From an optimization exercise on the open Yosys and OpenROAD flow, aimed at small area and a short achievable clock period; shortcuts taken in it are not production practice. Where RTL was checked, it was by simulation tests only, not by an equivalence proof against the original. Function not checked in run 6: the RTL went through the layout flow alone. No activity file was given, so power comes from the tool's default toggle rates.

==> flow/design.v (outline; a module is shown in full before it is edited, if it fits) <==
// module mul_R: 519 lines
// module mul_G: 531 lines
// module mul_B: 594 lines
// module mul_R_ct: 45 lines
// module mul_G_ct: 45 lines
// module mul_B_ct: 45 lines
// module add25: 92 lines
// module a1_ct23: 45 lines
// module a2_ct23: 45 lines
// module add8: 25 lines
// module add24: 89 lines
// module RGBtoGray: 323 lines
module RGBtoGray (r, g, b, valid_in, clk, rst, grayout, valid_out);
  // ...
==> flow/flow/run.sh <==
#!/bin/bash
# 1. the standard synthesis (standard.sh synth), unchanged.
# 2. flow/invpush.py: full adders are self-dual, so an fa cell can take complemented inputs and
#    give complemented outputs; it flips fa cells where that needs fewer inverters. Registers,
#    ports and every register's and port's logic function stay as synthesis made them.
set -euo pipefail
R=orfs/results/${FLOW_PLATFORM}/RGBtoGray/base
bash standard.sh SETUP_SLACK_MARGIN=8 'BUFFER_PORTS_ARGS=-buffer_cell sky130_fd_sc_hd__buf_1' synth > synth.log 2>&1
python3 flow/invpush.py $R/1_2_yosys.v $R/1_2_yosys.inv.v > invpush.log 2>&1
mv $R/1_2_yosys.inv.v $R/1_2_yosys.v
rm -f $R/1_synth.odb
bash standard.sh SETUP_SLACK_MARGIN=8 'BUFFER_PORTS_ARGS=-buffer_cell sky130_fd_sc_hd__buf_1' finish > standard_flow.log 2>&1
==> flow/flow/invpush.py <==
#!/usr/bin/env python3
"""Push inverters through full-adder cells in a flat sky130 netlist written by Yosys.
A full adder is self-dual: FA(~a,~b,~c) = (~sum, ~cout). Each fa cell may be flipped to take
complemented inputs and give complemented outputs; the flips are chosen greedily to need the
fewest inverters. The logic function of every net that is a port or a register pin is unchanged.
Usage: invpush.py IN.v OUT.v"""
import re, sys
from collections import defaultdict

src = open(sys.argv[1]).read()
inst_re = re.compile(r'^  (sky130_fd_sc_hd__\w+) (\S+)\s+\((.*?)\n  \);\n', re.S | re.M)
pin_re = re.compile(r'\.(\w+)\(([^()]*)\)')
OUTS = {'X', 'Y', 'Q', 'Q_N', 'SUM', 'COUT', 'HI', 'LO'}
insts = []
for m in inst_re.finditer(src):
    typ, name, body = m.group(1), m.group(2), m.group(3)
    pins = [(p, n.strip()) for p, n in pin_re.findall(body)]
    insts.append(dict(typ=typ, name=name, pins=pins, span=m.span()))
# ports
ports = set()
for m in re.finditer(r'^\s*(input|output)\s+(\[\d+:\d+\])?\s*(\S+);', src, re.M):
    w, n = m.group(2), m.group(3)
    if w:
        hi, lo = map(int, w[1:-1].split(':'))
        for i in range(min(hi, lo), max(hi, lo) + 1): ports.add(f"{n}[{i}]")
    ports.add(n)
def is_inv(t): return re.match(r'sky130_fd_sc_hd__(clk)?inv_\d+$', t) is not None
def is_fa(t): return re.match(r'sky130_fd_sc_hd__fa_\d+$', t) is not None
driver = {}
for k, it in enumerate(insts):
    for p, n in it['pins']:
        if p in OUTS: driver[n] = (k, p)
inv_in = {}
for k, it in enumerate(insts):
    if is_inv(it['typ']):
        d = dict(it['pins']); inv_in[d['Y']] = d['A']
# protected inverters: output is a port
def base(n):
    pol = 0
    seen = 0
    while n in inv_in and n not in ports and seen < 100:
        n = inv_in[n]; pol ^= 1; seen += 1
    return n, pol
removable = set()
for k, it in enumerate(insts):
    if is_inv(it['typ']):
        y = dict(it['pins'])['Y']
        if y not in ports: removable.add(k)
# loads: (inst k, pin p) for input pins of non-removable cells, on net n -> (base, pol)
loads = []
for k, it in enumerate(insts):
    if k in removable: continue
    for p, n in it['pins']:
        if p in OUTS: continue
        if n.startswith("1'") or n == '': continue
        b, pol = base(n)
        loads.append((k, p, b, pol))
fa = [k for k, it in enumerate(insts) if is_fa(it['typ'])
      and not any(p in OUTS and n in ports for p, n in it['pins'])]
flip = defaultdict(int)
def drvflip(b):
    d = driver.get(b)
    return flip[d[0]] if d and is_fa(insts[d[0]]['typ']) else 0
# per base: list of (load k, pol)
byb = defaultdict(list)
for k, p, b, pol in loads: byb[b].append((k, pol))
fa_in = defaultdict(set); fa_out = defaultdict(set)
for k, p, b, pol in loads:
    if is_fa(insts[k]['typ']): fa_in[k].add(b)
for b, (k, p) in driver.items():
    if is_fa(insts[k]['typ']): fa_out[k].add(b)
def cost_b(b):
    av = drvflip(b)
    return 1 if any((pol ^ flip[k]) != av for k, pol in byb[b]) else 0
def local(k):
    return sum(cost_b(b) for b in fa_in[k] | fa_out[k])
before = sum(cost_b(b) for b in byb)
for it_ in range(20):
    changed = 0
    for k in fa:
        c0 = local(k); flip[k] ^= 1; c1 = local(k)
        if c1 < c0: changed += 1
        else: flip[k] ^= 1
    if not changed: break
# then a short deterministic annealing run from the greedy result, keeping the best
import random, math
rng = random.Random(12345)
cur = sum(cost_b(b) for b in byb)
best = cur; best_flip = {k: flip[k] for k in fa}
T = 1.0
steps = 400 * len(fa) if fa else 0
for st in range(steps):
    k = fa[rng.randrange(len(fa))]
    c0 = local(k); flip[k] ^= 1; c1 = local(k)
    dlt = c1 - c0
    if dlt <= 0 or rng.random() < math.exp(-dlt / T):
        cur += dlt
        if cur < best:
            best = cur; best_flip = {k2: flip[k2] for k2 in fa}
    else:
        flip[k] ^= 1
    T = max(0.05, 1.0 * (1 - st / steps))
for k in fa: flip[k] = best_flip[k]
after = sum(cost_b(b) for b in byb)
# rewrite
newinv = {}
cnt = [0]
def inv_net(b):
    if b not in newinv:
        cnt[0] += 1
        newinv[b] = f"_invp{cnt[0]}_"
    return newinv[b]
repl = {}
for k, p, b, pol in loads:
    need = pol ^ flip[k]
    repl[(k, p)] = b if need == drvflip(b) else inv_net(b)
def esc(n):
    return n + ' ' if n.startswith('\\') else n
out = []
pos = 0
for k, it in enumerate(insts):
    s, e = it['span']
    out.append(src[pos:s]); pos = e
    if k in removable: continue
    lines = [f"  {it['typ']} {esc(it['name'])} ("]
    pl = []
    for p, n in it['pins']:
        pl.append(f"    .{p}({esc(repl.get((k, p), n))})")
    lines.append(",\n".join(pl))
    lines.append("  );\n")
    out.append("\n".join(lines))
rest = src[pos:]
extra = []
for b, n in newinv.items():
    extra.append(f"  sky130_fd_sc_hd__inv_1 {n}c (\n    .A({esc(b)}),\n    .Y({n})\n  );\n")
rest = rest.replace("endmodule", "".join(extra) + "endmodule", 1)
out.append(rest)
text = "".join(out)
decl = "".join(f"  wire {n};\n" for n in newinv.values())
text = re.sub(r'(module RGBtoGray\([^)]*\);\n)', lambda m: m.group(1) + decl, text, count=1)
open(sys.argv[2], 'w').write(text)
sys.stderr.write(f"invpush: inverters {len(removable)} -> {len(newinv)} (model {before} -> {after}), flipped {sum(flip[k] for k in fa)} of {len(fa)} fa\n")
==> flow/standard.sh <==
#!/bin/bash
# synth_recipe.tcl (not shown) runs the flow's synth.tcl, then flattens the netlist and writes it again
# the make line also repeats each setting of config.mk as NAME=value (left out here)
make -C /OpenROAD-flow-scripts/flow DESIGN_CONFIG=/design/flow/config.mk WORK_HOME=/design/flow/orfs CLKGATE_MAP_FILE= SYNTH_SCRIPT=/design/flow/synth_recipe.tcl "${@:-finish}"
==> flow/config.mk <==
export PLATFORM = sky130hd
export DESIGN_NAME = RGBtoGray
export DESIGN_NICKNAME = RGBtoGray
export VERILOG_FILES = /design/flow/design.v
export SDC_FILE = /design/flow/constraint.sdc
export NUM_CORES = 4
export LEC_CHECK = 0
export ABC_AREA = 1
export CAP_MARGIN = 20
export CORE_MARGIN = 2
export CORE_UTILIZATION = 40
export CTS_BUF_LIST = sky130_fd_sc_hd__clkbuf_8
export CTS_CLUSTER_DIAMETER = 40
export CTS_CLUSTER_SIZE = 10
export PLACE_DENSITY = 0.6
export SLEW_MARGIN = 20
==> flow/constraint.sdc <==
create_clock -name core_clock -period 12.0 [get_ports {clk}]
set_input_delay 2.4000 -clock core_clock [delete_from_list [all_inputs] [get_ports {clk}]]
set_output_delay 2.4000 -clock core_clock [all_outputs]
set_load 0.01 [all_outputs]
==> results.sh, run 1 <==
export IMPL_outcome="no timing/DRC/antenna violations"
export IMPL_fillers=11000
export IMPL_syn_num_nets=5736
export IMPL_setup_violations=0
export IMPL_design_seq_count=856
export IMPL_clk_latency_ps=830
export IMPL_clk_share_pct=5.63
export IMPL_cts_hold_buffers=0
export IMPL_pwr_density_cell_nw_per_um2=279
export IMPL_final_common_cell="nand2_1"
export IMPL_cp_end_kind="flip-flop"
export IMPL_grt_max_degree=103
export IMPL_slew_viol_final=0
export IMPL_die_area_sq_um=117000
export IMPL_p_int_mw=8.06
export IMPL_dpl_hpwl_um=81500
export IMPL_hold_class="reg2reg"
export IMPL_num_multi_input_gates=3282
export IMPL_min_from="a1_el_q4[6]$_DFF_P_"
export IMPL_largestClassByArea="multi-input combinational cells"
export IMPL_multi_input_area_share_pct=51.2
export IMPL_regToRegSetupSlack_ps=8150
export IMPL_grtUsageMet3_pct=3.46
export IMPL_drc_errors=0
export IMPL_synth_cells=4807
export IMPL_wire_per_inst_um=15.6
export IMPL_ir_worst_vdd_mv=0.117
export IMPL_cts_sinks=856
export IMPL_hold_path_endpoint="a1_el_q5[6]$_DFF_P_"
export IMPL_wl_um=103000
export IMPL_endpoint="clR_q2$_DFF_P_"
export IMPL_dr_max_layer_used="met4"
export IMPL_max_freq_mhz=260
export IMPL_global_route_overflow_total=0
export IMPL_worstReg2RegEnd="clR_q2$_DFF_P_"
export IMPL_io_buffer_count=131
==> run 2: changes to the inputs <==
--- a/flow/config.mk
+++ b/flow/config.mk
@@ -10,7 +10,7 @@
 export CORE_MARGIN = 2
 export CORE_UTILIZATION = 40
 export CTS_BUF_LIST = sky130_fd_sc_hd__clkbuf_8
-export CTS_CLUSTER_DIAMETER = 40
-export CTS_CLUSTER_SIZE = 10
+export CTS_CLUSTER_DIAMETER = 45
+export CTS_CLUSTER_SIZE = 12
 export PLACE_DENSITY = 0.6
 export SLEW_MARGIN = 20
==> run 2 against run 1 <==
Against the previous run:
- power down 2.6%
- via count decreased by 0.54%
- utilization fell by 0.48 points
- synthesized cell count did not move
- flip-flop and latch count unchanged
- clock power fell by 13%
- critical path depth did not move
- register-to-register slack is essentially flat
- worst setup slack better by 11 ps
- sequential share of layout area up 0.37 points
- routed wire length down 0.42%
- maximum frequency is 0.29% higher
- critical path type unchanged
==> results.sh, run 2 <==
export IMPL_syn_cell_area_sq_um=45600
export IMPL_clk_latency_ps=770
export IMPL_die_area_sq_um=117000
export IMPL_cp_end_kind="flip-flop"
export IMPL_grt_pass1_vias=31600
export IMPL_arrival_ps=4480
export IMPL_grt_usage_pct=18.0
export IMPL_timing_final_ws_setup_ps=8160
export IMPL_cts_tree="yes"
export IMPL_hold_viol=0
export IMPL_final_min_clock_period_ps=3840
export IMPL_dr_first_iter_drc_count=1810
export IMPL_finalSetupTns_ps=0
export IMPL_nets=5883
export IMPL_grt_max_degree=103
export IMPL_wire_per_inst_um=15.6
export IMPL_io_buffer_count=131
export IMPL_pin_count=132
export IMPL_fp_dieW_um=342
export IMPL_final_common_cell="nand2_1"
export IMPL_hold_class="reg2reg"
export IMPL_pwr_density_cell_nw_per_um2=275
export IMPL_tightest_slew_ps=1070
export IMPL_layout_common_cells="nand2_1 (1121), dfxtp_1 (811), inv_1 (535)"
export IMPL_slew_viol_final=0
export IMPL_rsz0062_at_grt="true"
export IMPL_yosys_warnings=1
export IMPL_fin_util_pct=44.6
export IMPL_coreArea_sq_um=113000
export IMPL_clock_path_buffers=3
export IMPL_ir_worst_vdd_mv=0.113
export IMPL_die_h_um=342
export IMPL_cts_sinks=856
export IMPL_fin_worst_skew_ps=36.5
export IMPL_start_util_pct=40.5
export IMPL_cts_made_buffers=110
export IMPL_drive_gt1_share_pct=6.66
export IMPL_start_kind="flip-flop"
export IMPL_row_count=123
export IMPL_vias_per_cell=4.75
export IMPL_maxSlewHeadroom_pct=28.6
export IMPL_total_leakage_power_nw=23.2
export IMPL_syn_num_nets=5736
export IMPL_fin_crit_sh_pct=32.0
export IMPL_synth_cells=4807
export IMPL_critPathMaxFanout=7
export IMPL_drv_cap=0
export IMPL_dpl_hpwl_um=81500
export IMPL_grt_first_pass_wirelength_um=167000
export IMPL_cp_data_required_time_ps=12640
export IMPL_syn_avg_cell_area_sq_um=9.49
export IMPL_cts_hold_buffers=0
export IMPL_post_place_ws_ps=7390
export IMPL_dr_pass1_iters=6
export IMPL_setup_violations=0
export IMPL_synthToLayoutAreaGrowth_pct=10.2
export IMPL_wl_um=102000
export IMPL_hold_ws_ps=322
export IMPL_vias=31000
export IMPL_outcome="no timing/DRC/antenna violations"
export IMPL_cts_root_buf="clkbuf_8"
export IMPL_antenna_found_initial=7
export IMPL_max_freq_mhz=260
export IMPL_htreeDepth=3
export IMPL_clk_pin_slew_ps=70
export IMPL_critical_path_class="reg2reg"
export IMPL_drc_errors=0
export IMPL_place_gp_congestion=0.921
export IMPL_global_route_overflow_total=0
export IMPL_antenna_left=0
[run 2: metal layers]
| layer | global-route usage [%] | up-vias | wire length [um] |
|---|---|---|---|
| met1 | 23.9 | 14600 | 46500 |
| met4 | 6.29 | 0 | 3310 |
| met5 | 0 | - | 0 |
| li1 | - | 15600 | - |
| met3 | 3.23 | 183 | 5090 |
| met2 | 29.3 | 654 | 47300 |
[run 2: final timing paths]
kind / from / to / slack (ps) / cells after the start
setup / recovery: r_q1[10]$_DFF_P_ / clR_q2$_DFF_P_ / 8160 / 11
hold / removal: a2_fo_q10[0]$_DFF_P_ / gout_q11[0]$_DFF_P_ / 320 / 0
setup reg to reg: r_q1[10]$_DFF_P_ / clR_q2$_DFF_P_ / 8160 / 11
hold reg to reg: a2_fo_q10[0]$_DFF_P_ / gout_q11[0]$_DFF_P_ / 320 / 0
[run 2: per-stage QoR]
stage	total power [mW]	instances	cell area (sq um)
6_report	13.8	6534	50300
4_1_cts	14.0	6506	50000
3_5_place_dp	11.6	6316	47600
5_1_grt	15.3	6533	50300
2_1_floorplan	9.70	4807	45600
3_3_place_gp	11.5	6316	47600
[run 2: critical path, stage by stage (launching register included)]
cell and delay, ps:
dfxtp_2 520, clkinvlp_4 230, fa_1 530, fa_1 450, fa_1 580, fa_1 420
ha_1 300, a21oi_1 150, o21a_1 140, nor2_1 50, a211oi_1 230, nand3_1 120
[run 2: power breakdown]
group / total, mW / switching (mW) / leakage, nW / internal, mW
Combinational: 6.91 / 4.24 / 14.8 / 2.68
Clock: 2.28 / 1.15 / 1.23 / 1.13
Sequential: 4.63 / 0.655 / 7.20 / 3.97
Total: 13.8 / 6.04 / 23.2 / 7.77
[run 2: cell type report]
cell class                      instances  area, sq um
Fill cell                           11000        62500
Tap cell                             1500         1880
Sequential cell                       856        17200
Clock buffer                          117         1610
Multi-Input combinational cell       3282        26000
Clock inverter                         72          752
Inverter                              533         2030
Timing Repair Buffer                  171          792
Antenna cell                            3         7.51
[run 2: timing repair]
action	in CTS	in global routing
endpoints found under the setup margin	12	34
gates resized for setup	36	44
pin swaps	0	2
buffers inserted	1	25
==> run 3: changes to the inputs <==
--- a/flow/config.mk
+++ b/flow/config.mk
@@ -10,7 +10,7 @@
 export CORE_MARGIN = 2
 export CORE_UTILIZATION = 40
 export CTS_BUF_LIST = sky130_fd_sc_hd__clkbuf_8
-export CTS_CLUSTER_DIAMETER = 45
-export CTS_CLUSTER_SIZE = 12
+export CTS_CLUSTER_DIAMETER = 55
+export CTS_CLUSTER_SIZE = 20
 export PLACE_DENSITY = 0.6
 export SLEW_MARGIN = 20
==> run 3 against run 2 <==
Against the previous run:
- synthesized area is the same
- critical path depth is the same
- die area is the same
- sequential power is essentially flat
- routed wire length shrank 0.20%
- utilization shrank 0.20 points
- clock power shrank 8%
- worst setup slack lost 13 ps
- cell count shrank 0.38%
- critical endpoint unchanged
==> results.sh, run 3 <==
export IMPL_outcome="no timing/DRC/antenna violations"
export IMPL_instances_no_fill=6509
export IMPL_final_min_clock_period_ps=3850
export IMPL_htreeDepth=3
export IMPL_cp_num_buf_inv=1
export IMPL_cp_data_required_time_ps=12640
export IMPL_vias=30900
export IMPL_synth_cells=4807
export IMPL_dpl_hpwl_um=81500
export IMPL_place_gp_congestion=0.921
export IMPL_maxSlewHeadroom_pct=29.8
export IMPL_nets=5866
export IMPL_tightest_slew_ps=1050
export IMPL_grt_pass1_vias=31400
export IMPL_hold_ws_ps=302
export IMPL_fillers=11000
export IMPL_power_frac_clock_pct=15.3
export IMPL_ir_worst_vdd_mv=0.127
export IMPL_placed_cells=6316
export IMPL_pwr_density_cell_nw_per_um2=273
export IMPL_dr_first_iter_drc_count=1693
export IMPL_switchingPower_mw=6.07
export IMPL_drc_errors=0
export IMPL_die_h_um=342
export IMPL_grt_first_pass_wirelength_um=167000
export IMPL_max_freq_mhz=259
export IMPL_critPathMaxFanout=8
export IMPL_multiInputGateArea_sq_um=26000
export IMPL_cts_made_buffers=90
export IMPL_timing_final_ws_setup_ps=8150
export IMPL_cp_common_cell="fa_1"
export IMPL_layout_common_cells="nand2_1 (1119), dfxtp_1 (809), inv_1 (522)"
export IMPL_antenna_left=0
export IMPL_rsz0062_at_grt="false"
export IMPL_coreArea_sq_um=113000
export IMPL_synthToLayoutAreaGrowth_pct=9.71
export IMPL_row_count=123
export IMPL_wire_per_inst_um=15.7
export IMPL_wl_um=102000
export IMPL_seqPwrFrac_pct=33.9
export IMPL_cp_end_kind="flip-flop"
export IMPL_grt_usage_pct=17.9
export IMPL_cts_tree="yes"
export IMPL_drv_cap=0
export IMPL_cts_sinks=856
export IMPL_fin_worst_skew_ps=47.8
export IMPL_finalSetupTns_ps=0
export IMPL_swShare_pct=44.5
export IMPL_total_power_mw=13.6
export IMPL_arrival_ps=4490
export IMPL_syn_cell_area_sq_um=45600
export IMPL_critical_path_class="reg2reg"
export IMPL_post_place_ws_ps=7390
export IMPL_start_util_pct=40.5
export IMPL_io_buffer_count=131
export IMPL_fin_util_pct=44.4
export IMPL_final_common_cell="nand2_1"
export IMPL_fin_crit_sh_pct=32.1
export IMPL_path_cells="inv_1 > fa_1 > fa_1 > fa_1 > fa_1 > ha_1 > a21oi_1 > o21a_1 > nor2_1 > a211oi_1 > nand3_1"
export IMPL_cp_top_family="adder cells"
export IMPL_global_route_overflow_total=0
export IMPL_yosys_warnings=1
export IMPL_seqCellArea_sq_um=17200
export IMPL_syn_num_nets=5736
export IMPL_placed_area_sq_um=47600
export IMPL_drive_gt1_share_pct=6.59
export IMPL_vias_per_cell=4.75
export IMPL_fp_dieW_um=342
export IMPL_total_leakage_power_nw=23.0
export IMPL_clock_path_buffers=3
export IMPL_clk_pin_slew_ps=100
export IMPL_slew_viol_final=0
export IMPL_clk_latency_ps=750
export IMPL_hold_class="reg2reg"
export IMPL_critPathMaxStageDelay_ps=620
export IMPL_combPwrFrac_pct=50.8
export IMPL_start_kind="flip-flop"
export IMPL_die_area_sq_um=117000
export IMPL_syn_avg_cell_area_sq_um=9.49
export IMPL_p_int_mw=7.58
export IMPL_cts_hold_buffers=0
export IMPL_hold_viol=0
export IMPL_grt_max_degree=103
export IMPL_crit_slowest_cell="fa_1"
export IMPL_pin_count=132
export IMPL_cts_root_buf="clkbuf_8"
export IMPL_antenna_found_initial=4
export IMPL_dr_pass1_iters=6
export IMPL_setup_violations=0
export IMPL_final_cell_area_sq_um=50100
-- run 3: worst reg2reg max path, delay by kind of cell (launching register included) --
kind	cells	cell delay [ps]
adder cells (fa/ha/maj)	5	2320
flip-flops	1	520
AO/OA/AOI/OAI	3	520
buffers and inverters	1	230
AND/OR/NAND/NOR	2	170
-- run 3: what timing repair did --
action,4_1_cts,5_1_grt
gates resized for setup,34,53
buffers inserted,1,28
setup endpoints to repair,12,41
pin swaps,1,4
cloned,0,0
-- run 3: final cells by class --
cell class	instances	share of cell area, %
sequential	856	34.4
clock buffer	100	2.75
tap	1500	3.75
clock inverter	63	1.46
antenna	1	0.00500
timing repair buffer	174	1.63
inverter	533	4.06
multi-input combinational	3282	51.9
-- run 3: layer usage --
layer | GRT usage [%] | vias to the layer above | share of wire, %
li1 | - | 15600 | -
met4 | 6.04 | 0 | 3.2
met1 | 23.9 | 14600 | 46
met2 | 29.4 | 613 | 46
met5 | 0 | - | 0
met3 | 3.02 | 157 | 4.6
-- run 3: path summary, 6_finish.rpt --
check / startpoint / endpoint / slack [ps] / cells after the start
max: r_q1[18]$_DFF_P_ / clR_q2$_DFF_P_ / 8150 / 11
min: fB2_q4[8]$_DFF_P_ / fB2_q5[8]$_DFF_P_ / 300 / 0
max reg2reg: r_q1[18]$_DFF_P_ / clR_q2$_DFF_P_ / 8150 / 11
min reg2reg: fB2_q4[8]$_DFF_P_ / fB2_q5[8]$_DFF_P_ / 300 / 0
-- run 3: power by group through the flow --
| stage | registers, mW | logic, mW | clock network (mW) |
|---|---|---|---|
| 2_1_floorplan | 4.41 | 5.29 | 0 |
| 4_1_cts | 4.65 | 6.95 | 2.19 |
| 6_report | 4.62 | 6.93 | 2.09 |
| 3_3_place_gp | 4.70 | 6.79 | 0 |
| 5_1_grt | 4.75 | 8.09 | 2.30 |
| 3_5_place_dp | 4.71 | 6.89 | 0 |
==> run 4: changes to the inputs <==
--- a/flow/config.mk
+++ b/flow/config.mk
@@ -10,7 +10,7 @@
 export CORE_MARGIN = 2
 export CORE_UTILIZATION = 40
 export CTS_BUF_LIST = sky130_fd_sc_hd__clkbuf_8
-export CTS_CLUSTER_DIAMETER = 55
-export CTS_CLUSTER_SIZE = 20
+export CTS_CLUSTER_DIAMETER = 50
+export CTS_CLUSTER_SIZE = 16
 export PLACE_DENSITY = 0.6
 export SLEW_MARGIN = 20
==> run 4 against run 3 <==
Against the previous run:
- critical path type unchanged
- synthesized cell count is the same
- clock-buffer cell count grew 3
- via count grew 0.39%
- critical endpoint unchanged
- largest cell class unchanged
- sequential share of layout area shrank 0.062 points
- still clean
==> results.sh, run 4 <==
export IMPL_finalSetupTns_ps=0
export IMPL_max_freq_mhz=260
export IMPL_fillers=11000
export IMPL_fin_worst_skew_ps=51.0
export IMPL_rsz0062_at_grt="false"
export IMPL_clock_path_buffers=3
export IMPL_drc_errors=0
export IMPL_slew_viol_final=0
export IMPL_grt_usage_pct=18.0
export IMPL_dr_first_iter_drc_count=1747
export IMPL_grt_max_degree=103
export IMPL_drv_cap=0
export IMPL_syn_cell_area_sq_um=45600
export IMPL_syn_num_nets=5736
export IMPL_critical_path_class="reg2reg"
export IMPL_pin_count=132
export IMPL_drive_gt1_share_pct=6.62
export IMPL_grt_first_pass_wirelength_um=167000
export IMPL_maxSlewHeadroom_pct=29.3
export IMPL_cts_root_buf="clkbuf_8"
export IMPL_wl_um=102000
export IMPL_synth_cells=4807
export IMPL_power_frac_clock_pct=15.8
export IMPL_vias_per_cell=4.76
export IMPL_outcome="no timing/DRC/antenna violations"
export IMPL_final_cell_area_sq_um=50200
export IMPL_seqPwrFrac_pct=33.7
export IMPL_tightest_slew_ps=1060
export IMPL_vias=31100
export IMPL_arrival_ps=4480
export IMPL_yosys_warnings=1
export IMPL_hold_viol=0
export IMPL_pwr_density_cell_nw_per_um2=273
export IMPL_placed_area_sq_um=47600
export IMPL_hold_class="reg2reg"
export IMPL_start_util_pct=40.5
export IMPL_cts_hold_buffers=0
export IMPL_antenna_left=0
export IMPL_cts_tree="yes"
export IMPL_final_common_cell="nand2_1"
export IMPL_cts_made_buffers=98
export IMPL_layout_common_cells="nand2_1 (1120), dfxtp_1 (809), inv_1 (528)"
export IMPL_clk_pin_slew_ps=90
export IMPL_ir_worst_vdd_mv=0.113
export IMPL_global_route_overflow_total=0
export IMPL_critPathMaxFanout=7
export IMPL_fp_dieW_um=342
export IMPL_cp_end_kind="flip-flop"
export IMPL_hold_ws_ps=318
export IMPL_final_min_clock_period_ps=3850
export IMPL_synthToLayoutAreaGrowth_pct=9.94
export IMPL_setup_violations=0
export IMPL_dpl_hpwl_um=81500
export IMPL_cts_sinks=856
export IMPL_grt_pass1_vias=31500
export IMPL_total_power_mw=13.7
export IMPL_io_buffer_count=131
export IMPL_combPwrFrac_pct=50.5
export IMPL_antenna_found_initial=6
export IMPL_syn_avg_cell_area_sq_um=9.49
export IMPL_place_gp_congestion=0.921
export IMPL_cp_data_required_time_ps=12630
export IMPL_start_kind="flip-flop"
export IMPL_p_int_mw=7.64
export IMPL_row_count=123
export IMPL_wire_per_inst_um=15.7
export IMPL_die_h_um=342
export IMPL_total_leakage_power_nw=23.1
export IMPL_die_area_sq_um=117000
export IMPL_coreArea_sq_um=113000
export IMPL_htreeDepth=3
export IMPL_switchingPower_mw=6.08
export IMPL_swShare_pct=44.3
export IMPL_fin_crit_sh_pct=32.1
export IMPL_clk_latency_ps=780
export IMPL_nets=5872
export IMPL_dr_pass1_iters=5
-- run 4: critical path: stages (launching register included) --
cell	delay, ps
dfxtp_2	520
inv_1	230
fa_1	590
fa_1	440
fa_1	560
fa_1	420
ha_1	300
a21oi_1	150
o21a_1	130
nor2_1	50
a211oi_1	230
nand3_1	120
-- run 4: cell type report --
type	count	area (sq um)	area share, %
diodes	2	5.00	0.00997
clock buffers	103	1420	2.83
clock inverters	72	815	1.62
inverters	533	2030	4.05
multi-input cells	3282	26000	51.8
flip-flops and latches	856	17200	34.3
well taps	1500	1880	3.74
repair buffers	172	800	1.59
-- run 4: power by group through the flow --
stage,combinational (mW),sequential [mW],clock (mW)
after global routing,8.08,4.75,2.39
final,6.93,4.62,2.17
after detailed placement,6.89,4.71,0
after CTS,6.95,4.65,2.27
after global placement,6.79,4.70,0
after floorplan,5.29,4.41,0
-- run 4: what timing repair did --
item | CTS | global route
pin swaps | 1 | 3
endpoints found under the setup margin | 12 | 37
gates resized for setup | 33 | 55
buffers inserted | 1 | 26
-- run 4: routing by layer --
metal  vias to the layer above  track usage (%)  routed length (um)
met5                         -                0                   0
met1                     14700             23.9               46300
met2                       587             29.5               47500
li1                      15600                -                   -
met3                       177             3.11                4960
met4                         0             6.17                3310
-- run 4: final timing paths --
kind	from	endpoint	slack, ps	depth (start not counted)
worst max-delay path	r_q1[6]$_DFF_P_	clR_q2$_DFF_P_	8150	11
worst min register to register	a2_fo_q10[14]$_DFF_P_	gout_q11[14]$_DFF_P_	320	0
worst min-delay path	a2_fo_q10[14]$_DFF_P_	gout_q11[14]$_DFF_P_	320	0
worst max register to register	r_q1[6]$_DFF_P_	clR_q2$_DFF_P_	8150	11
-- run 4: stage by stage --
step / cells / util (%) / setup slack [ps]
final: 6520 / 44.5 / 8150
after global routing: 6519 / 44.5 / 8010
after CTS: 6492 / 44.2 / 8000
after detailed placement: 6316 / 42.2 / 7390
after global placement: 6316 / 42.2 / 7510
after floorplan: 4807 / - / 8160
==> run 5: changes to the inputs <==
--- a/flow/config.mk
+++ b/flow/config.mk
@@ -8,9 +8,9 @@
 export ABC_AREA = 1
 export CAP_MARGIN = 20
 export CORE_MARGIN = 2
-export CORE_UTILIZATION = 40
+export CORE_UTILIZATION = 55
 export CTS_BUF_LIST = sky130_fd_sc_hd__clkbuf_8
 export CTS_CLUSTER_DIAMETER = 50
 export CTS_CLUSTER_SIZE = 16
-export PLACE_DENSITY = 0.6
+export PLACE_DENSITY = 0.75
 export SLEW_MARGIN = 20
==> run 5 against run 4 <==
Against the previous run:
- sequential power grew 0.9%
- cell count shrank 7.0%
- largest cell class unchanged
- clock-buffer cell count shrank 6
- routed wire length shrank 1.8%
- global-route usage grew 6.0 points
- still clean
==> results.sh, run 5 <==
export IMPL_final_common_cell="nand2_1"
export IMPL_cp_common_cell="fa_1"
export IMPL_seqPwrFrac_pct=33.9
export IMPL_global_route_overflow_total=0
export IMPL_grt_pass1_vias=31400
export IMPL_final_min_clock_period_ps=3830
export IMPL_pwr_density_cell_nw_per_um2=278
export IMPL_rsz0062_at_grt="true"
export IMPL_antenna_found_initial=1
export IMPL_antenna_left=0
export IMPL_vias_per_cell=5.19
export IMPL_grt_usage_pct=24.0
export IMPL_seqCellArea_sq_um=17200
export IMPL_io_buffer_count=131
export IMPL_drv_cap=0
export IMPL_synthToLayoutAreaGrowth_pct=8.23
export IMPL_cts_tree="yes"
export IMPL_place_gp_congestion=0.939
export IMPL_critPathMaxFanout=6
export IMPL_drc_errors=0
export IMPL_cp_end_kind="flip-flop"
export IMPL_coreArea_sq_um=82100
export IMPL_fp_dieW_um=292
export IMPL_critPathMaxStageDelay_ps=770
export IMPL_fin_crit_sh_pct=31.9
export IMPL_die_area_sq_um=85300
export IMPL_syn_cell_area_sq_um=45600
export IMPL_finalSetupTns_ps=0
export IMPL_arrival_ps=4480
export IMPL_path_cells="inv_1 > fa_1 > fa_1 > fa_1 > ha_1 > nand4_1 > o221ai_1 > nand4_1 > nand3_1"
export IMPL_slew_viol_final=0
export IMPL_p_int_mw=7.70
export IMPL_pin_count=132
export IMPL_regToRegSetupSlack_ps=8170
export IMPL_clk_latency_ps=760
export IMPL_die_h_um=292
export IMPL_cts_made_buffers=90
export IMPL_grt_first_pass_wirelength_um=162000
export IMPL_hold_class="reg2reg"
export IMPL_syn_num_nets=5736
export IMPL_maxSlewHeadroom_pct=32.6
export IMPL_dpl_hpwl_um=79700
export IMPL_critical_path_class="reg2reg"
export IMPL_cts_sinks=856
export IMPL_syn_avg_cell_area_sq_um=9.49
export IMPL_multiInputGateArea_sq_um=26000
export IMPL_swShare_pct=43.9
export IMPL_grt_max_degree=103
export IMPL_start_kind="flip-flop"
export IMPL_clock_path_buffers=3
export IMPL_yosys_warnings=1
export IMPL_hold_viol=0
export IMPL_wire_per_inst_um=16.5
export IMPL_drive_gt1_share_pct=5.85
export IMPL_setup_violations=0
export IMPL_total_leakage_power_nw=23.0
export IMPL_reg2reg_depth=9
export IMPL_cp_data_required_time_ps=12650
export IMPL_start_util_pct=55.6
export IMPL_combPwrFrac_pct=50.6
export IMPL_ir_worst_vdd_mv=0.159
export IMPL_power_frac_clock_pct=15.5
export IMPL_fin_util_pct=60.2
export IMPL_vias=31400
export IMPL_max_freq_mhz=261
export IMPL_outcome="no timing/DRC/antenna violations"
export IMPL_synth_cells=4807
export IMPL_fin_worst_skew_ps=48.0
export IMPL_layout_common_cells="nand2_1 (1121), dfxtp_1 (813), inv_1 (535)"
export IMPL_fillers=6928
export IMPL_wl_um=100000
export IMPL_clk_pin_slew_ps=80
export IMPL_nets=5852
export IMPL_row_count=105
export IMPL_min_path_cells=0
export IMPL_tightest_slew_ps=1010
export IMPL_switchingPower_mw=6.02
export IMPL_crit_slowest_cell="dfxtp_1"
export IMPL_dr_pass1_iters=5
export IMPL_htreeDepth=3
export IMPL_cts_root_buf="clkbuf_8"
export IMPL_dr_first_iter_drc_count=2197
## run 5: cell count changes in the layout (fill, tap and decap cells not counted), moves of 3 or more
cell / before / now
clkinv_4: 9 / 6
clkinvlp_4: 17 / 8
inv_8: 10 / 6
dfxtp_4: 14 / 2
clkbuf_8: 103 / 97
dfxtp_1: 809 / 813
buf_4: 41 / 28
clkinv_8: 11 / 7
dfxtp_2: 33 / 41
inv_1: 528 / 535
bufinv_16: 5 / 10
## run 5: worst paths after layout
path / from / to
hold / removal: a1_fo_q6[12]$_DFF_P_ / a1_fo2_q7[12]$_DFF_P_
setup / recovery: r_q1[13]$_DFF_P_ / clR_q2$_DFF_P_
hold reg to reg: a1_fo_q6[12]$_DFF_P_ / a1_fo2_q7[12]$_DFF_P_
setup reg to reg: r_q1[13]$_DFF_P_ / clR_q2$_DFF_P_
## run 5: what timing repair did
| action | 4_1_cts | 5_1_grt |
|---|---|---|
| setup endpoints to repair | 6 | 31 |
| pin swaps | 0 | 2 |
| gates resized for setup | 16 | 46 |
| hold buffers | 0 | 0 |
| setup buffers | 1 | 14 |
## run 5: cell type report
class | instances | share of cell area [%]
inverter | 533 | 4.07
timing repair buffer | 160 | 1.48
clock buffer | 97 | 2.70
clock inverter | 63 | 1.60
tap | 1070 | 2.71
multi-input combinational | 3282 | 52.6
sequential | 856 | 34.8
antenna | 1 | 0.00507
## run 5: power groups by stage
stage / Combinational, mW / Sequential, mW / Clock (mW)
after floorplan: 5.29 / 4.41 / 0
after global placement: 6.65 / 4.71 / 0
after detailed placement: 6.85 / 4.73 / 0
after CTS: 6.92 / 4.66 / 2.19
after global routing: 8.00 / 4.77 / 2.31
final: 6.94 / 4.66 / 2.12
## run 5: critical path, delay by kind of cell, from the launching register on
family | cells | cell delay (ps)
AO/OA/AOI/OAI | 1 | 350
adder cells (fa/ha/maj) | 4 | 1890
buffers and inverters | 1 | 370
flip-flops | 1 | 770
AND/OR/NAND/NOR | 3 | 360
## run 5: per-stage QoR
stage               cells  area (sq um)  power, mW  hold WS, ps  worst slack (ps)
floorplan            4807         45600       9.70          310              8160
global placement     5885         47000       11.4          310              7690
detailed placement   5886         47000       11.6          312              7630
CTS                  6047         49200       13.8          311              8000
global route         6062         49400       15.1          309              7940
finish               6062         49400       13.7          302              8170
## run 5: routing by layer
metal	global-route usage, %	wire length (um)	vias to the layer above
met2	40.0	47800	842
met4	8.64	3450	0
li1	-	-	15500
met1	31.7	44000	14900
met5	0	0	-
met3	3.84	5010	201
==> module mul_R_ct, before the edit <==
module mul_R_ct(input [22:0] a, input [22:0] b, input ci, output co);
  wire [22:0] p = a ^ b;
  wire [22:0] g = a & b;
  wire G0c = g[0] | (p[0] & ci);
  wire T1 = g[1] | (p[1] & G0c);
  wire T2 = g[3] | (p[3] & g[2]);
  wire Q2 = p[3] & p[2];
  wire T3 = g[5] | (p[5] & g[4]);
  wire Q3 = p[5] & p[4];
  wire T4 = g[7] | (p[7] & g[6]);
  wire Q4 = p[7] & p[6];
  wire T5 = g[9] | (p[9] & g[8]);
  wire Q5 = p[9] & p[8];
  wire T6 = g[11] | (p[11] & g[10]);
  wire Q6 = p[11] & p[10];
  wire T7 = g[13] | (p[13] & g[12]);
  wire Q7 = p[13] & p[12];
  wire T8 = g[15] | (p[15] & g[14]);
  wire Q8 = p[15] & p[14];
  wire T9 = g[17] | (p[17] & g[16]);
  wire Q9 = p[17] & p[16];
  wire T10 = g[19] | (p[19] & g[18]);
  wire Q10 = p[19] & p[18];
  wire T11 = g[21] | (p[21] & g[20]);
  wire Q11 = p[21] & p[20];
  wire T12 = T2 | (Q2 & T1);
  wire T13 = T4 | (Q4 & T3);
  wire Q13 = Q4 & Q3;
  wire T14 = T6 | (Q6 & T5);
  wire Q14 = Q6 & Q5;
  wire T15 = T8 | (Q8 & T7);
  wire Q15 = Q8 & Q7;
  wire T16 = T10 | (Q10 & T9);
  wire Q16 = Q10 & Q9;
  wire T17 = g[22] | (p[22] & T11);
  wire Q17 = p[22] & Q11;
  wire T18 = T13 | (Q13 & T12);
  wire T19 = T15 | (Q15 & T14);
  wire Q19 = Q15 & Q14;
  wire T20 = T17 | (Q17 & T16);
  wire Q20 = Q17 & Q16;
  wire T21 = T19 | (Q19 & T18);
  wire T22 = T20 | (Q20 & T21);
  assign co = T22;
endmodule
==> module mul_G_ct, before the edit <==
module mul_G_ct(input [22:0] a, input [22:0] b, input ci, output co);
  wire [22:0] p = a ^ b;
  wire [22:0] g = a & b;
  wire G0c = g[0] | (p[0] & ci);
  wire T1 = g[1] | (p[1] & G0c);
  wire T2 = g[3] | (p[3] & g[2]);
  wire Q2 = p[3] & p[2];
  wire T3 = g[5] | (p[5] & g[4]);
  wire Q3 = p[5] & p[4];
  wire T4 = g[7] | (p[7] & g[6]);
  wire Q4 = p[7] & p[6];
  wire T5 = g[9] | (p[9] & g[8]);
  wire Q5 = p[9] & p[8];
  wire T6 = g[11] | (p[11] & g[10]);
  wire Q6 = p[11] & p[10];
  wire T7 = g[13] | (p[13] & g[12]);
  wire Q7 = p[13] & p[12];
  wire T8 = g[15] | (p[15] & g[14]);
  wire Q8 = p[15] & p[14];
  wire T9 = g[17] | (p[17] & g[16]);
  wire Q9 = p[17] & p[16];
  wire T10 = g[19] | (p[19] & g[18]);
  wire Q10 = p[19] & p[18];
  wire T11 = g[21] | (p[21] & g[20]);
  wire Q11 = p[21] & p[20];
  wire T12 = T2 | (Q2 & T1);
  wire T13 = T4 | (Q4 & T3);
  wire Q13 = Q4 & Q3;
  wire T14 = T6 | (Q6 & T5);
  wire Q14 = Q6 & Q5;
  wire T15 = T8 | (Q8 & T7);
  wire Q15 = Q8 & Q7;
  wire T16 = T10 | (Q10 & T9);
  wire Q16 = Q10 & Q9;
  wire T17 = g[22] | (p[22] & T11);
  wire Q17 = p[22] & Q11;
  wire T18 = T13 | (Q13 & T12);
  wire T19 = T15 | (Q15 & T14);
  wire Q19 = Q15 & Q14;
  wire T20 = T17 | (Q17 & T16);
  wire Q20 = Q17 & Q16;
  wire T21 = T19 | (Q19 & T18);
  wire T22 = T20 | (Q20 & T21);
  assign co = T22;
endmodule
==> module mul_B_ct, before the edit <==
module mul_B_ct(input [22:0] a, input [22:0] b, input ci, output co);
  wire [22:0] p = a ^ b;
  wire [22:0] g = a & b;
  wire G0c = g[0] | (p[0] & ci);
  wire T1 = g[1] | (p[1] & G0c);
  wire T2 = g[3] | (p[3] & g[2]);
  wire Q2 = p[3] & p[2];
  wire T3 = g[5] | (p[5] & g[4]);
  wire Q3 = p[5] & p[4];
  wire T4 = g[7] | (p[7] & g[6]);
  wire Q4 = p[7] & p[6];
  wire T5 = g[9] | (p[9] & g[8]);
  wire Q5 = p[9] & p[8];
  wire T6 = g[11] | (p[11] & g[10]);
  wire Q6 = p[11] & p[10];
  wire T7 = g[13] | (p[13] & g[12]);
  wire Q7 = p[13] & p[12];
  wire T8 = g[15] | (p[15] & g[14]);
  wire Q8 = p[15] & p[14];
  wire T9 = g[17] | (p[17] & g[16]);
  wire Q9 = p[17] & p[16];
  wire T10 = g[19] | (p[19] & g[18]);
  wire Q10 = p[19] & p[18];
  wire T11 = g[21] | (p[21] & g[20]);
  wire Q11 = p[21] & p[20];
  wire T12 = T2 | (Q2 & T1);
  wire T13 = T4 | (Q4 & T3);
  wire Q13 = Q4 & Q3;
  wire T14 = T6 | (Q6 & T5);
  wire Q14 = Q6 & Q5;
  wire T15 = T8 | (Q8 & T7);
  wire Q15 = Q8 & Q7;
  wire T16 = T10 | (Q10 & T9);
  wire Q16 = Q10 & Q9;
  wire T17 = g[22] | (p[22] & T11);
  wire Q17 = p[22] & Q11;
  wire T18 = T13 | (Q13 & T12);
  wire T19 = T15 | (Q15 & T14);
  wire Q19 = Q15 & Q14;
  wire T20 = T17 | (Q17 & T16);
  wire Q20 = Q17 & Q16;
  wire T21 = T19 | (Q19 & T18);
  wire T22 = T20 | (Q20 & T21);
  assign co = T22;
endmodule
==> module a1_ct23, before the edit <==
module a1_ct23(input [22:0] a, input [22:0] b, input ci, output co);
  wire [22:0] p = a ^ b;
  wire [22:0] g = a & b;
  wire G0c = g[0] | (p[0] & ci);
  wire T1 = g[1] | (p[1] & G0c);
  wire T2 = g[3] | (p[3] & g[2]);
  wire Q2 = p[3] & p[2];
  wire T3 = g[5] | (p[5] & g[4]);
  wire Q3 = p[5] & p[4];
  wire T4 = g[7] | (p[7] & g[6]);
  wire Q4 = p[7] & p[6];
  wire T5 = g[9] | (p[9] & g[8]);
  wire Q5 = p[9] & p[8];
  wire T6 = g[11] | (p[11] & g[10]);
  wire Q6 = p[11] & p[10];
  wire T7 = g[13] | (p[13] & g[12]);
  wire Q7 = p[13] & p[12];
  wire T8 = g[15] | (p[15] & g[14]);
  wire Q8 = p[15] & p[14];
  wire T9 = g[17] | (p[17] & g[16]);
  wire Q9 = p[17] & p[16];
  wire T10 = g[19] | (p[19] & g[18]);
  wire Q10 = p[19] & p[18];
  wire T11 = g[21] | (p[21] & g[20]);
  wire Q11 = p[21] & p[20];
  wire T12 = T2 | (Q2 & T1);
  wire T13 = T4 | (Q4 & T3);
  wire Q13 = Q4 & Q3;
  wire T14 = T6 | (Q6 & T5);
  wire Q14 = Q6 & Q5;
  wire T15 = T8 | (Q8 & T7);
  wire Q15 = Q8 & Q7;
  wire T16 = T10 | (Q10 & T9);
  wire Q16 = Q10 & Q9;
  wire T17 = g[22] | (p[22] & T11);
  wire Q17 = p[22] & Q11;
  wire T18 = T13 | (Q13 & T12);
  wire T19 = T15 | (Q15 & T14);
  wire Q19 = Q15 & Q14;
  wire T20 = T17 | (Q17 & T16);
  wire Q20 = Q17 & Q16;
  wire T21 = T19 | (Q19 & T18);
  wire T22 = T20 | (Q20 & T21);
  assign co = T22;
endmodule
==> module a2_ct23, before the edit <==
module a2_ct23(input [22:0] a, input [22:0] b, input ci, output co);
  wire [22:0] p = a ^ b;
  wire [22:0] g = a & b;
  wire G0c = g[0] | (p[0] & ci);
  wire T1 = g[1] | (p[1] & G0c);
  wire T2 = g[3] | (p[3] & g[2]);
  wire Q2 = p[3] & p[2];
  wire T3 = g[5] | (p[5] & g[4]);
  wire Q3 = p[5] & p[4];
  wire T4 = g[7] | (p[7] & g[6]);
  wire Q4 = p[7] & p[6];
  wire T5 = g[9] | (p[9] & g[8]);
  wire Q5 = p[9] & p[8];
  wire T6 = g[11] | (p[11] & g[10]);
  wire Q6 = p[11] & p[10];
  wire T7 = g[13] | (p[13] & g[12]);
  wire Q7 = p[13] & p[12];
  wire T8 = g[15] | (p[15] & g[14]);
  wire Q8 = p[15] & p[14];
  wire T9 = g[17] | (p[17] & g[16]);
  wire Q9 = p[17] & p[16];
  wire T10 = g[19] | (p[19] & g[18]);
  wire Q10 = p[19] & p[18];
  wire T11 = g[21] | (p[21] & g[20]);
  wire Q11 = p[21] & p[20];
  wire T12 = T2 | (Q2 & T1);
  wire T13 = T4 | (Q4 & T3);
  wire Q13 = Q4 & Q3;
  wire T14 = T6 | (Q6 & T5);
  wire Q14 = Q6 & Q5;
  wire T15 = T8 | (Q8 & T7);
  wire Q15 = Q8 & Q7;
  wire T16 = T10 | (Q10 & T9);
  wire Q16 = Q10 & Q9;
  wire T17 = g[22] | (p[22] & T11);
  wire Q17 = p[22] & Q11;
  wire T18 = T13 | (Q13 & T12);
  wire T19 = T15 | (Q15 & T14);
  wire Q19 = Q15 & Q14;
  wire T20 = T17 | (Q17 & T16);
  wire Q20 = Q17 & Q16;
  wire T21 = T19 | (Q19 & T18);
  wire T22 = T20 | (Q20 & T21);
  assign co = T22;
endmodule
==> run 6: changes to the inputs <==
--- a/flow/design.v
+++ b/flow/design.v
@@ -1643,7 +1643,7 @@
   assign hb = rb[47:23];
 endmodule
 module mul_R_ct(input [22:0] a, input [22:0] b, input ci, output co);
-  wire [22:0] p = a ^ b;
+  wire [22:0] p = a | b;
   wire [22:0] g = a & b;
   wire G0c = g[0] | (p[0] & ci);
   wire T1 = g[1] | (p[1] & G0c);
@@ -1688,7 +1688,7 @@
   assign co = T22;
 endmodule
 module mul_G_ct(input [22:0] a, input [22:0] b, input ci, output co);
-  wire [22:0] p = a ^ b;
+  wire [22:0] p = a | b;
   wire [22:0] g = a & b;
   wire G0c = g[0] | (p[0] & ci);
   wire T1 = g[1] | (p[1] & G0c);
@@ -1733,7 +1733,7 @@
   assign co = T22;
 endmodule
 module mul_B_ct(input [22:0] a, input [22:0] b, input ci, output co);
-  wire [22:0] p = a ^ b;
+  wire [22:0] p = a | b;
   wire [22:0] g = a & b;
   wire G0c = g[0] | (p[0] & ci);
   wire T1 = g[1] | (p[1] & G0c);
@@ -1870,7 +1870,7 @@
   assign co = G54;
 endmodule
 module a1_ct23(input [22:0] a, input [22:0] b, input ci, output co);
-  wire [22:0] p = a ^ b;
+  wire [22:0] p = a | b;
   wire [22:0] g = a & b;
   wire G0c = g[0] | (p[0] & ci);
   wire T1 = g[1] | (p[1] & G0c);
@@ -1915,7 +1915,7 @@
   assign co = T22;
 endmodule
 module a2_ct23(input [22:0] a, input [22:0] b, input ci, output co);
-  wire [22:0] p = a ^ b;
+  wire [22:0] p = a | b;
   wire [22:0] g = a & b;
   wire G0c = g[0] | (p[0] & ci);
   wire T1 = g[1] | (p[1] & G0c);
--- a/flow/config.mk
+++ b/flow/config.mk
@@ -8,9 +8,9 @@
 export ABC_AREA = 1
 export CAP_MARGIN = 20
 export CORE_MARGIN = 2
-export CORE_UTILIZATION = 55
+export CORE_UTILIZATION = 60
 export CTS_BUF_LIST = sky130_fd_sc_hd__clkbuf_8
 export CTS_CLUSTER_DIAMETER = 50
 export CTS_CLUSTER_SIZE = 16
-export PLACE_DENSITY = 0.75
+export PLACE_DENSITY = 0.8
 export SLEW_MARGIN = 20
==> run 6 against run 5 <==
Against the previous run:
- via count increased by 1.3%
- utilization increased by 5.4 points
- die area decreased by 9.4%
- combinational power decreased by 3.9%
- first-iteration DRC count increased by 6.5%
- still clean
- maximum frequency decreased by 0.98%
==> results.sh, run 6 <==
export IMPL_outcome="no timing/DRC/antenna violations"
export IMPL_pin_count=132
export IMPL_hold_ws_ps=318
export IMPL_hold_class="reg2reg"
export IMPL_maxSlewHeadroom_pct=35.1
export IMPL_pwr_density_cell_nw_per_um2=276
export IMPL_post_place_ws_ps=7660
export IMPL_synth_cells=4814
export IMPL_max_freq_mhz=259
export IMPL_clk_latency_ps=730
export IMPL_clock_path_buffers=3
export IMPL_finalSetupTns_ps=0
export IMPL_cts_sinks=856
export IMPL_vias_per_cell=5.32
export IMPL_critical_path_class="reg2reg"
export IMPL_drv_cap=0
export IMPL_clk_pin_slew_ps=90
export IMPL_grt_max_degree=99
export IMPL_vias=31800
export IMPL_drc_errors=0
export IMPL_start_kind="flip-flop"
export IMPL_dr_pass1_iters=6
export IMPL_global_route_overflow_total=0
export IMPL_cp_data_required_time_ps=12630
export IMPL_cts_root_buf="clkbuf_8"
export IMPL_instances_no_fill=5990
export IMPL_synthToLayoutAreaGrowth_pct=8.39
export IMPL_layout_common_cells="nand2_1 (1131), dfxtp_1 (836), inv_1 (541)"
export IMPL_dr_first_iter_drc_count=2340
export IMPL_wl_um=99000
export IMPL_place_gp_congestion=0.969
export IMPL_antenna_found_initial=5
export IMPL_htreeDepth=3
export IMPL_critPathMaxFanout=8
export IMPL_fp_dieW_um=278
export IMPL_dpl_hpwl_um=77100
export IMPL_grt_usage_pct=26.0
export IMPL_fin_worst_skew_ps=42.9
export IMPL_die_h_um=278
export IMPL_placed_cells=5787
export IMPL_syn_avg_cell_area_sq_um=9.36
export IMPL_nets=5782
export IMPL_total_power_mw=13.5
export IMPL_total_leakage_power_nw=22.6
export IMPL_slew_viol_final=0
export IMPL_cts_made_buffers=90
export IMPL_die_area_sq_um=77300
export IMPL_start_util_pct=60.5
export IMPL_cts_tree="yes"
export IMPL_syn_cell_area_sq_um=45100
export IMPL_wire_per_inst_um=16.5
export IMPL_coreArea_sq_um=74400
export IMPL_final_common_cell="nand2_1"
export IMPL_setup_violations=0
export IMPL_ir_worst_vdd_mv=0.163
export IMPL_rsz0062_at_grt="true"
export IMPL_arrival_ps=4490
export IMPL_grt_pass1_vias=31600
export IMPL_antenna_left=0
export IMPL_row_count=100
export IMPL_yosys_warnings=1
export IMPL_fin_crit_sh_pct=32.2
export IMPL_tightest_slew_ps=972
export IMPL_grt_first_pass_wirelength_um=161000
export IMPL_cp_end_kind="flip-flop"
export IMPL_timing_final_ws_setup_ps=8140
export IMPL_final_min_clock_period_ps=3860
export IMPL_cts_hold_buffers=0
export IMPL_syn_num_nets=5645
export IMPL_drive_gt1_share_pct=6.28
export IMPL_io_buffer_count=131
export IMPL_hold_viol=0
## run 6: cell count changes in the layout (fill, tap and decap cells not counted), sizes merged, moves of 12 or more
cell / previous run / this run
ha: 330 / 232
o21ai: 303 / 343
a21oi: 169 / 140
nor2: 225 / 248
buf: 160 / 181
o22ai: 2 / 22
nand4: 31 / 13
nand2: 1132 / 1147
clkinvlp: 8 / 21
o221ai: 2 / 15
inv: 559 / 571
## run 6: routing by layer
layer | GRT usage, % | wire length, um | vias up
met5 | 0 | 0 | -
met4 | 10.1 | 3900 | 0
met3 | 4.64 | 6060 | 228
met2 | 43.8 | 47300 | 1062
met1 | 33.5 | 41700 | 15000
li1 | - | - | 15600
## run 6: path summary, 6_finish.rpt
check	start	endpoint	slack, ps	cells past startpoint
min reg2reg	eB2_q5[4]$_DFF_P_	eB2_q6[4]$_DFF_P_	320	0
min	eB2_q5[4]$_DFF_P_	eB2_q6[4]$_DFF_P_	320	0
max reg2reg	g_q1[11]$_DFF_P_	clG_q2$_DFF_P_	8140	11
max	g_q1[11]$_DFF_P_	clG_q2$_DFF_P_	8140	11
## run 6: layout make-up
cell class / count / area (sq um)
Tap cell: 969 / 1210
Clock buffer: 96 / 1320
Timing Repair Buffer: 181 / 867
Sequential cell: 856 / 17200
Fill cell: 5823 / 25600
Inverter: 554 / 2130
Antenna cell: 4 / 10.0
Multi-Input combinational cell: 3268 / 25300
Clock inverter: 62 / 797
## run 6: metrics by stage
stage / util, % / instance area [sq um]
after floorplan: - / 45100
after global placement: 62.1 / 46300
after detailed placement: 62.1 / 46300
after CTS: 65.1 / 48400
after global routing: 65.6 / 48800
final: 65.6 / 48800
## run 6: critical path, stage by stage (launching register included)
cell,delay (ps)
dfxtp_1,720
inv_1,290
fa_1,570
fa_1,450
fa_1,480
fa_1,520
nor2_1,110
inv_1,60
o211ai_1,110
a2bb2oi_1,190
nand3_1,110
a21o_1,160
## run 6: report_power, final
part           internal [mW]  total [mW]  switching [mW]
combinational           2.58        6.67            4.09
sequential              3.97        4.67           0.699
clock                  0.991        2.13            1.14
total                   7.54        13.5            5.93
## run 6: what timing repair did
action / in CTS / in global routing
setup buffers: 2 / 39
gates resized for setup: 18 / 40
setup endpoints to repair: 5 / 23
pin swaps: 0 / 4

-- what the ideal ports hide --
No port has a modelled driver above. Below, the same layouts with a new extraction and two added sets of constraints.
Step 1: set_driving_cell puts a clkbuf_16 on clk and a buf_2 on each other input, an assumption about the parent block.
Step 2 moves the port delays by t, midway between the first and last clock arrival at a register: inputs arrive t later, outputs are due t later. That takes back most of the time a late clock gives input paths.
a / b / c = ideal ports / drivers / drivers and shift; a / b = the first two.
run	t (ns)	setup slack, ns	worst hold slack (ns)
run 1	0.876	8.148 / 8.148 / 8.148	0.312 / 0.312 / 0.312
run 2	0.824	8.159 / 8.159 / 8.159	0.322 / 0.322 / 0.322
run 3	0.789	8.146 / 8.146 / 8.146	0.302 / 0.302 / 0.302
run 4	0.816	8.150 / 8.150 / 8.150	0.318 / 0.318 / 0.318
run 5	0.795	8.174 / 8.174 / 8.174	0.302 / 0.302 / 0.302
run 6	0.772	8.136 / 8.136 / 8.136	0.318 / 0.318 / 0.318
After both steps every run listed still meets setup and hold.
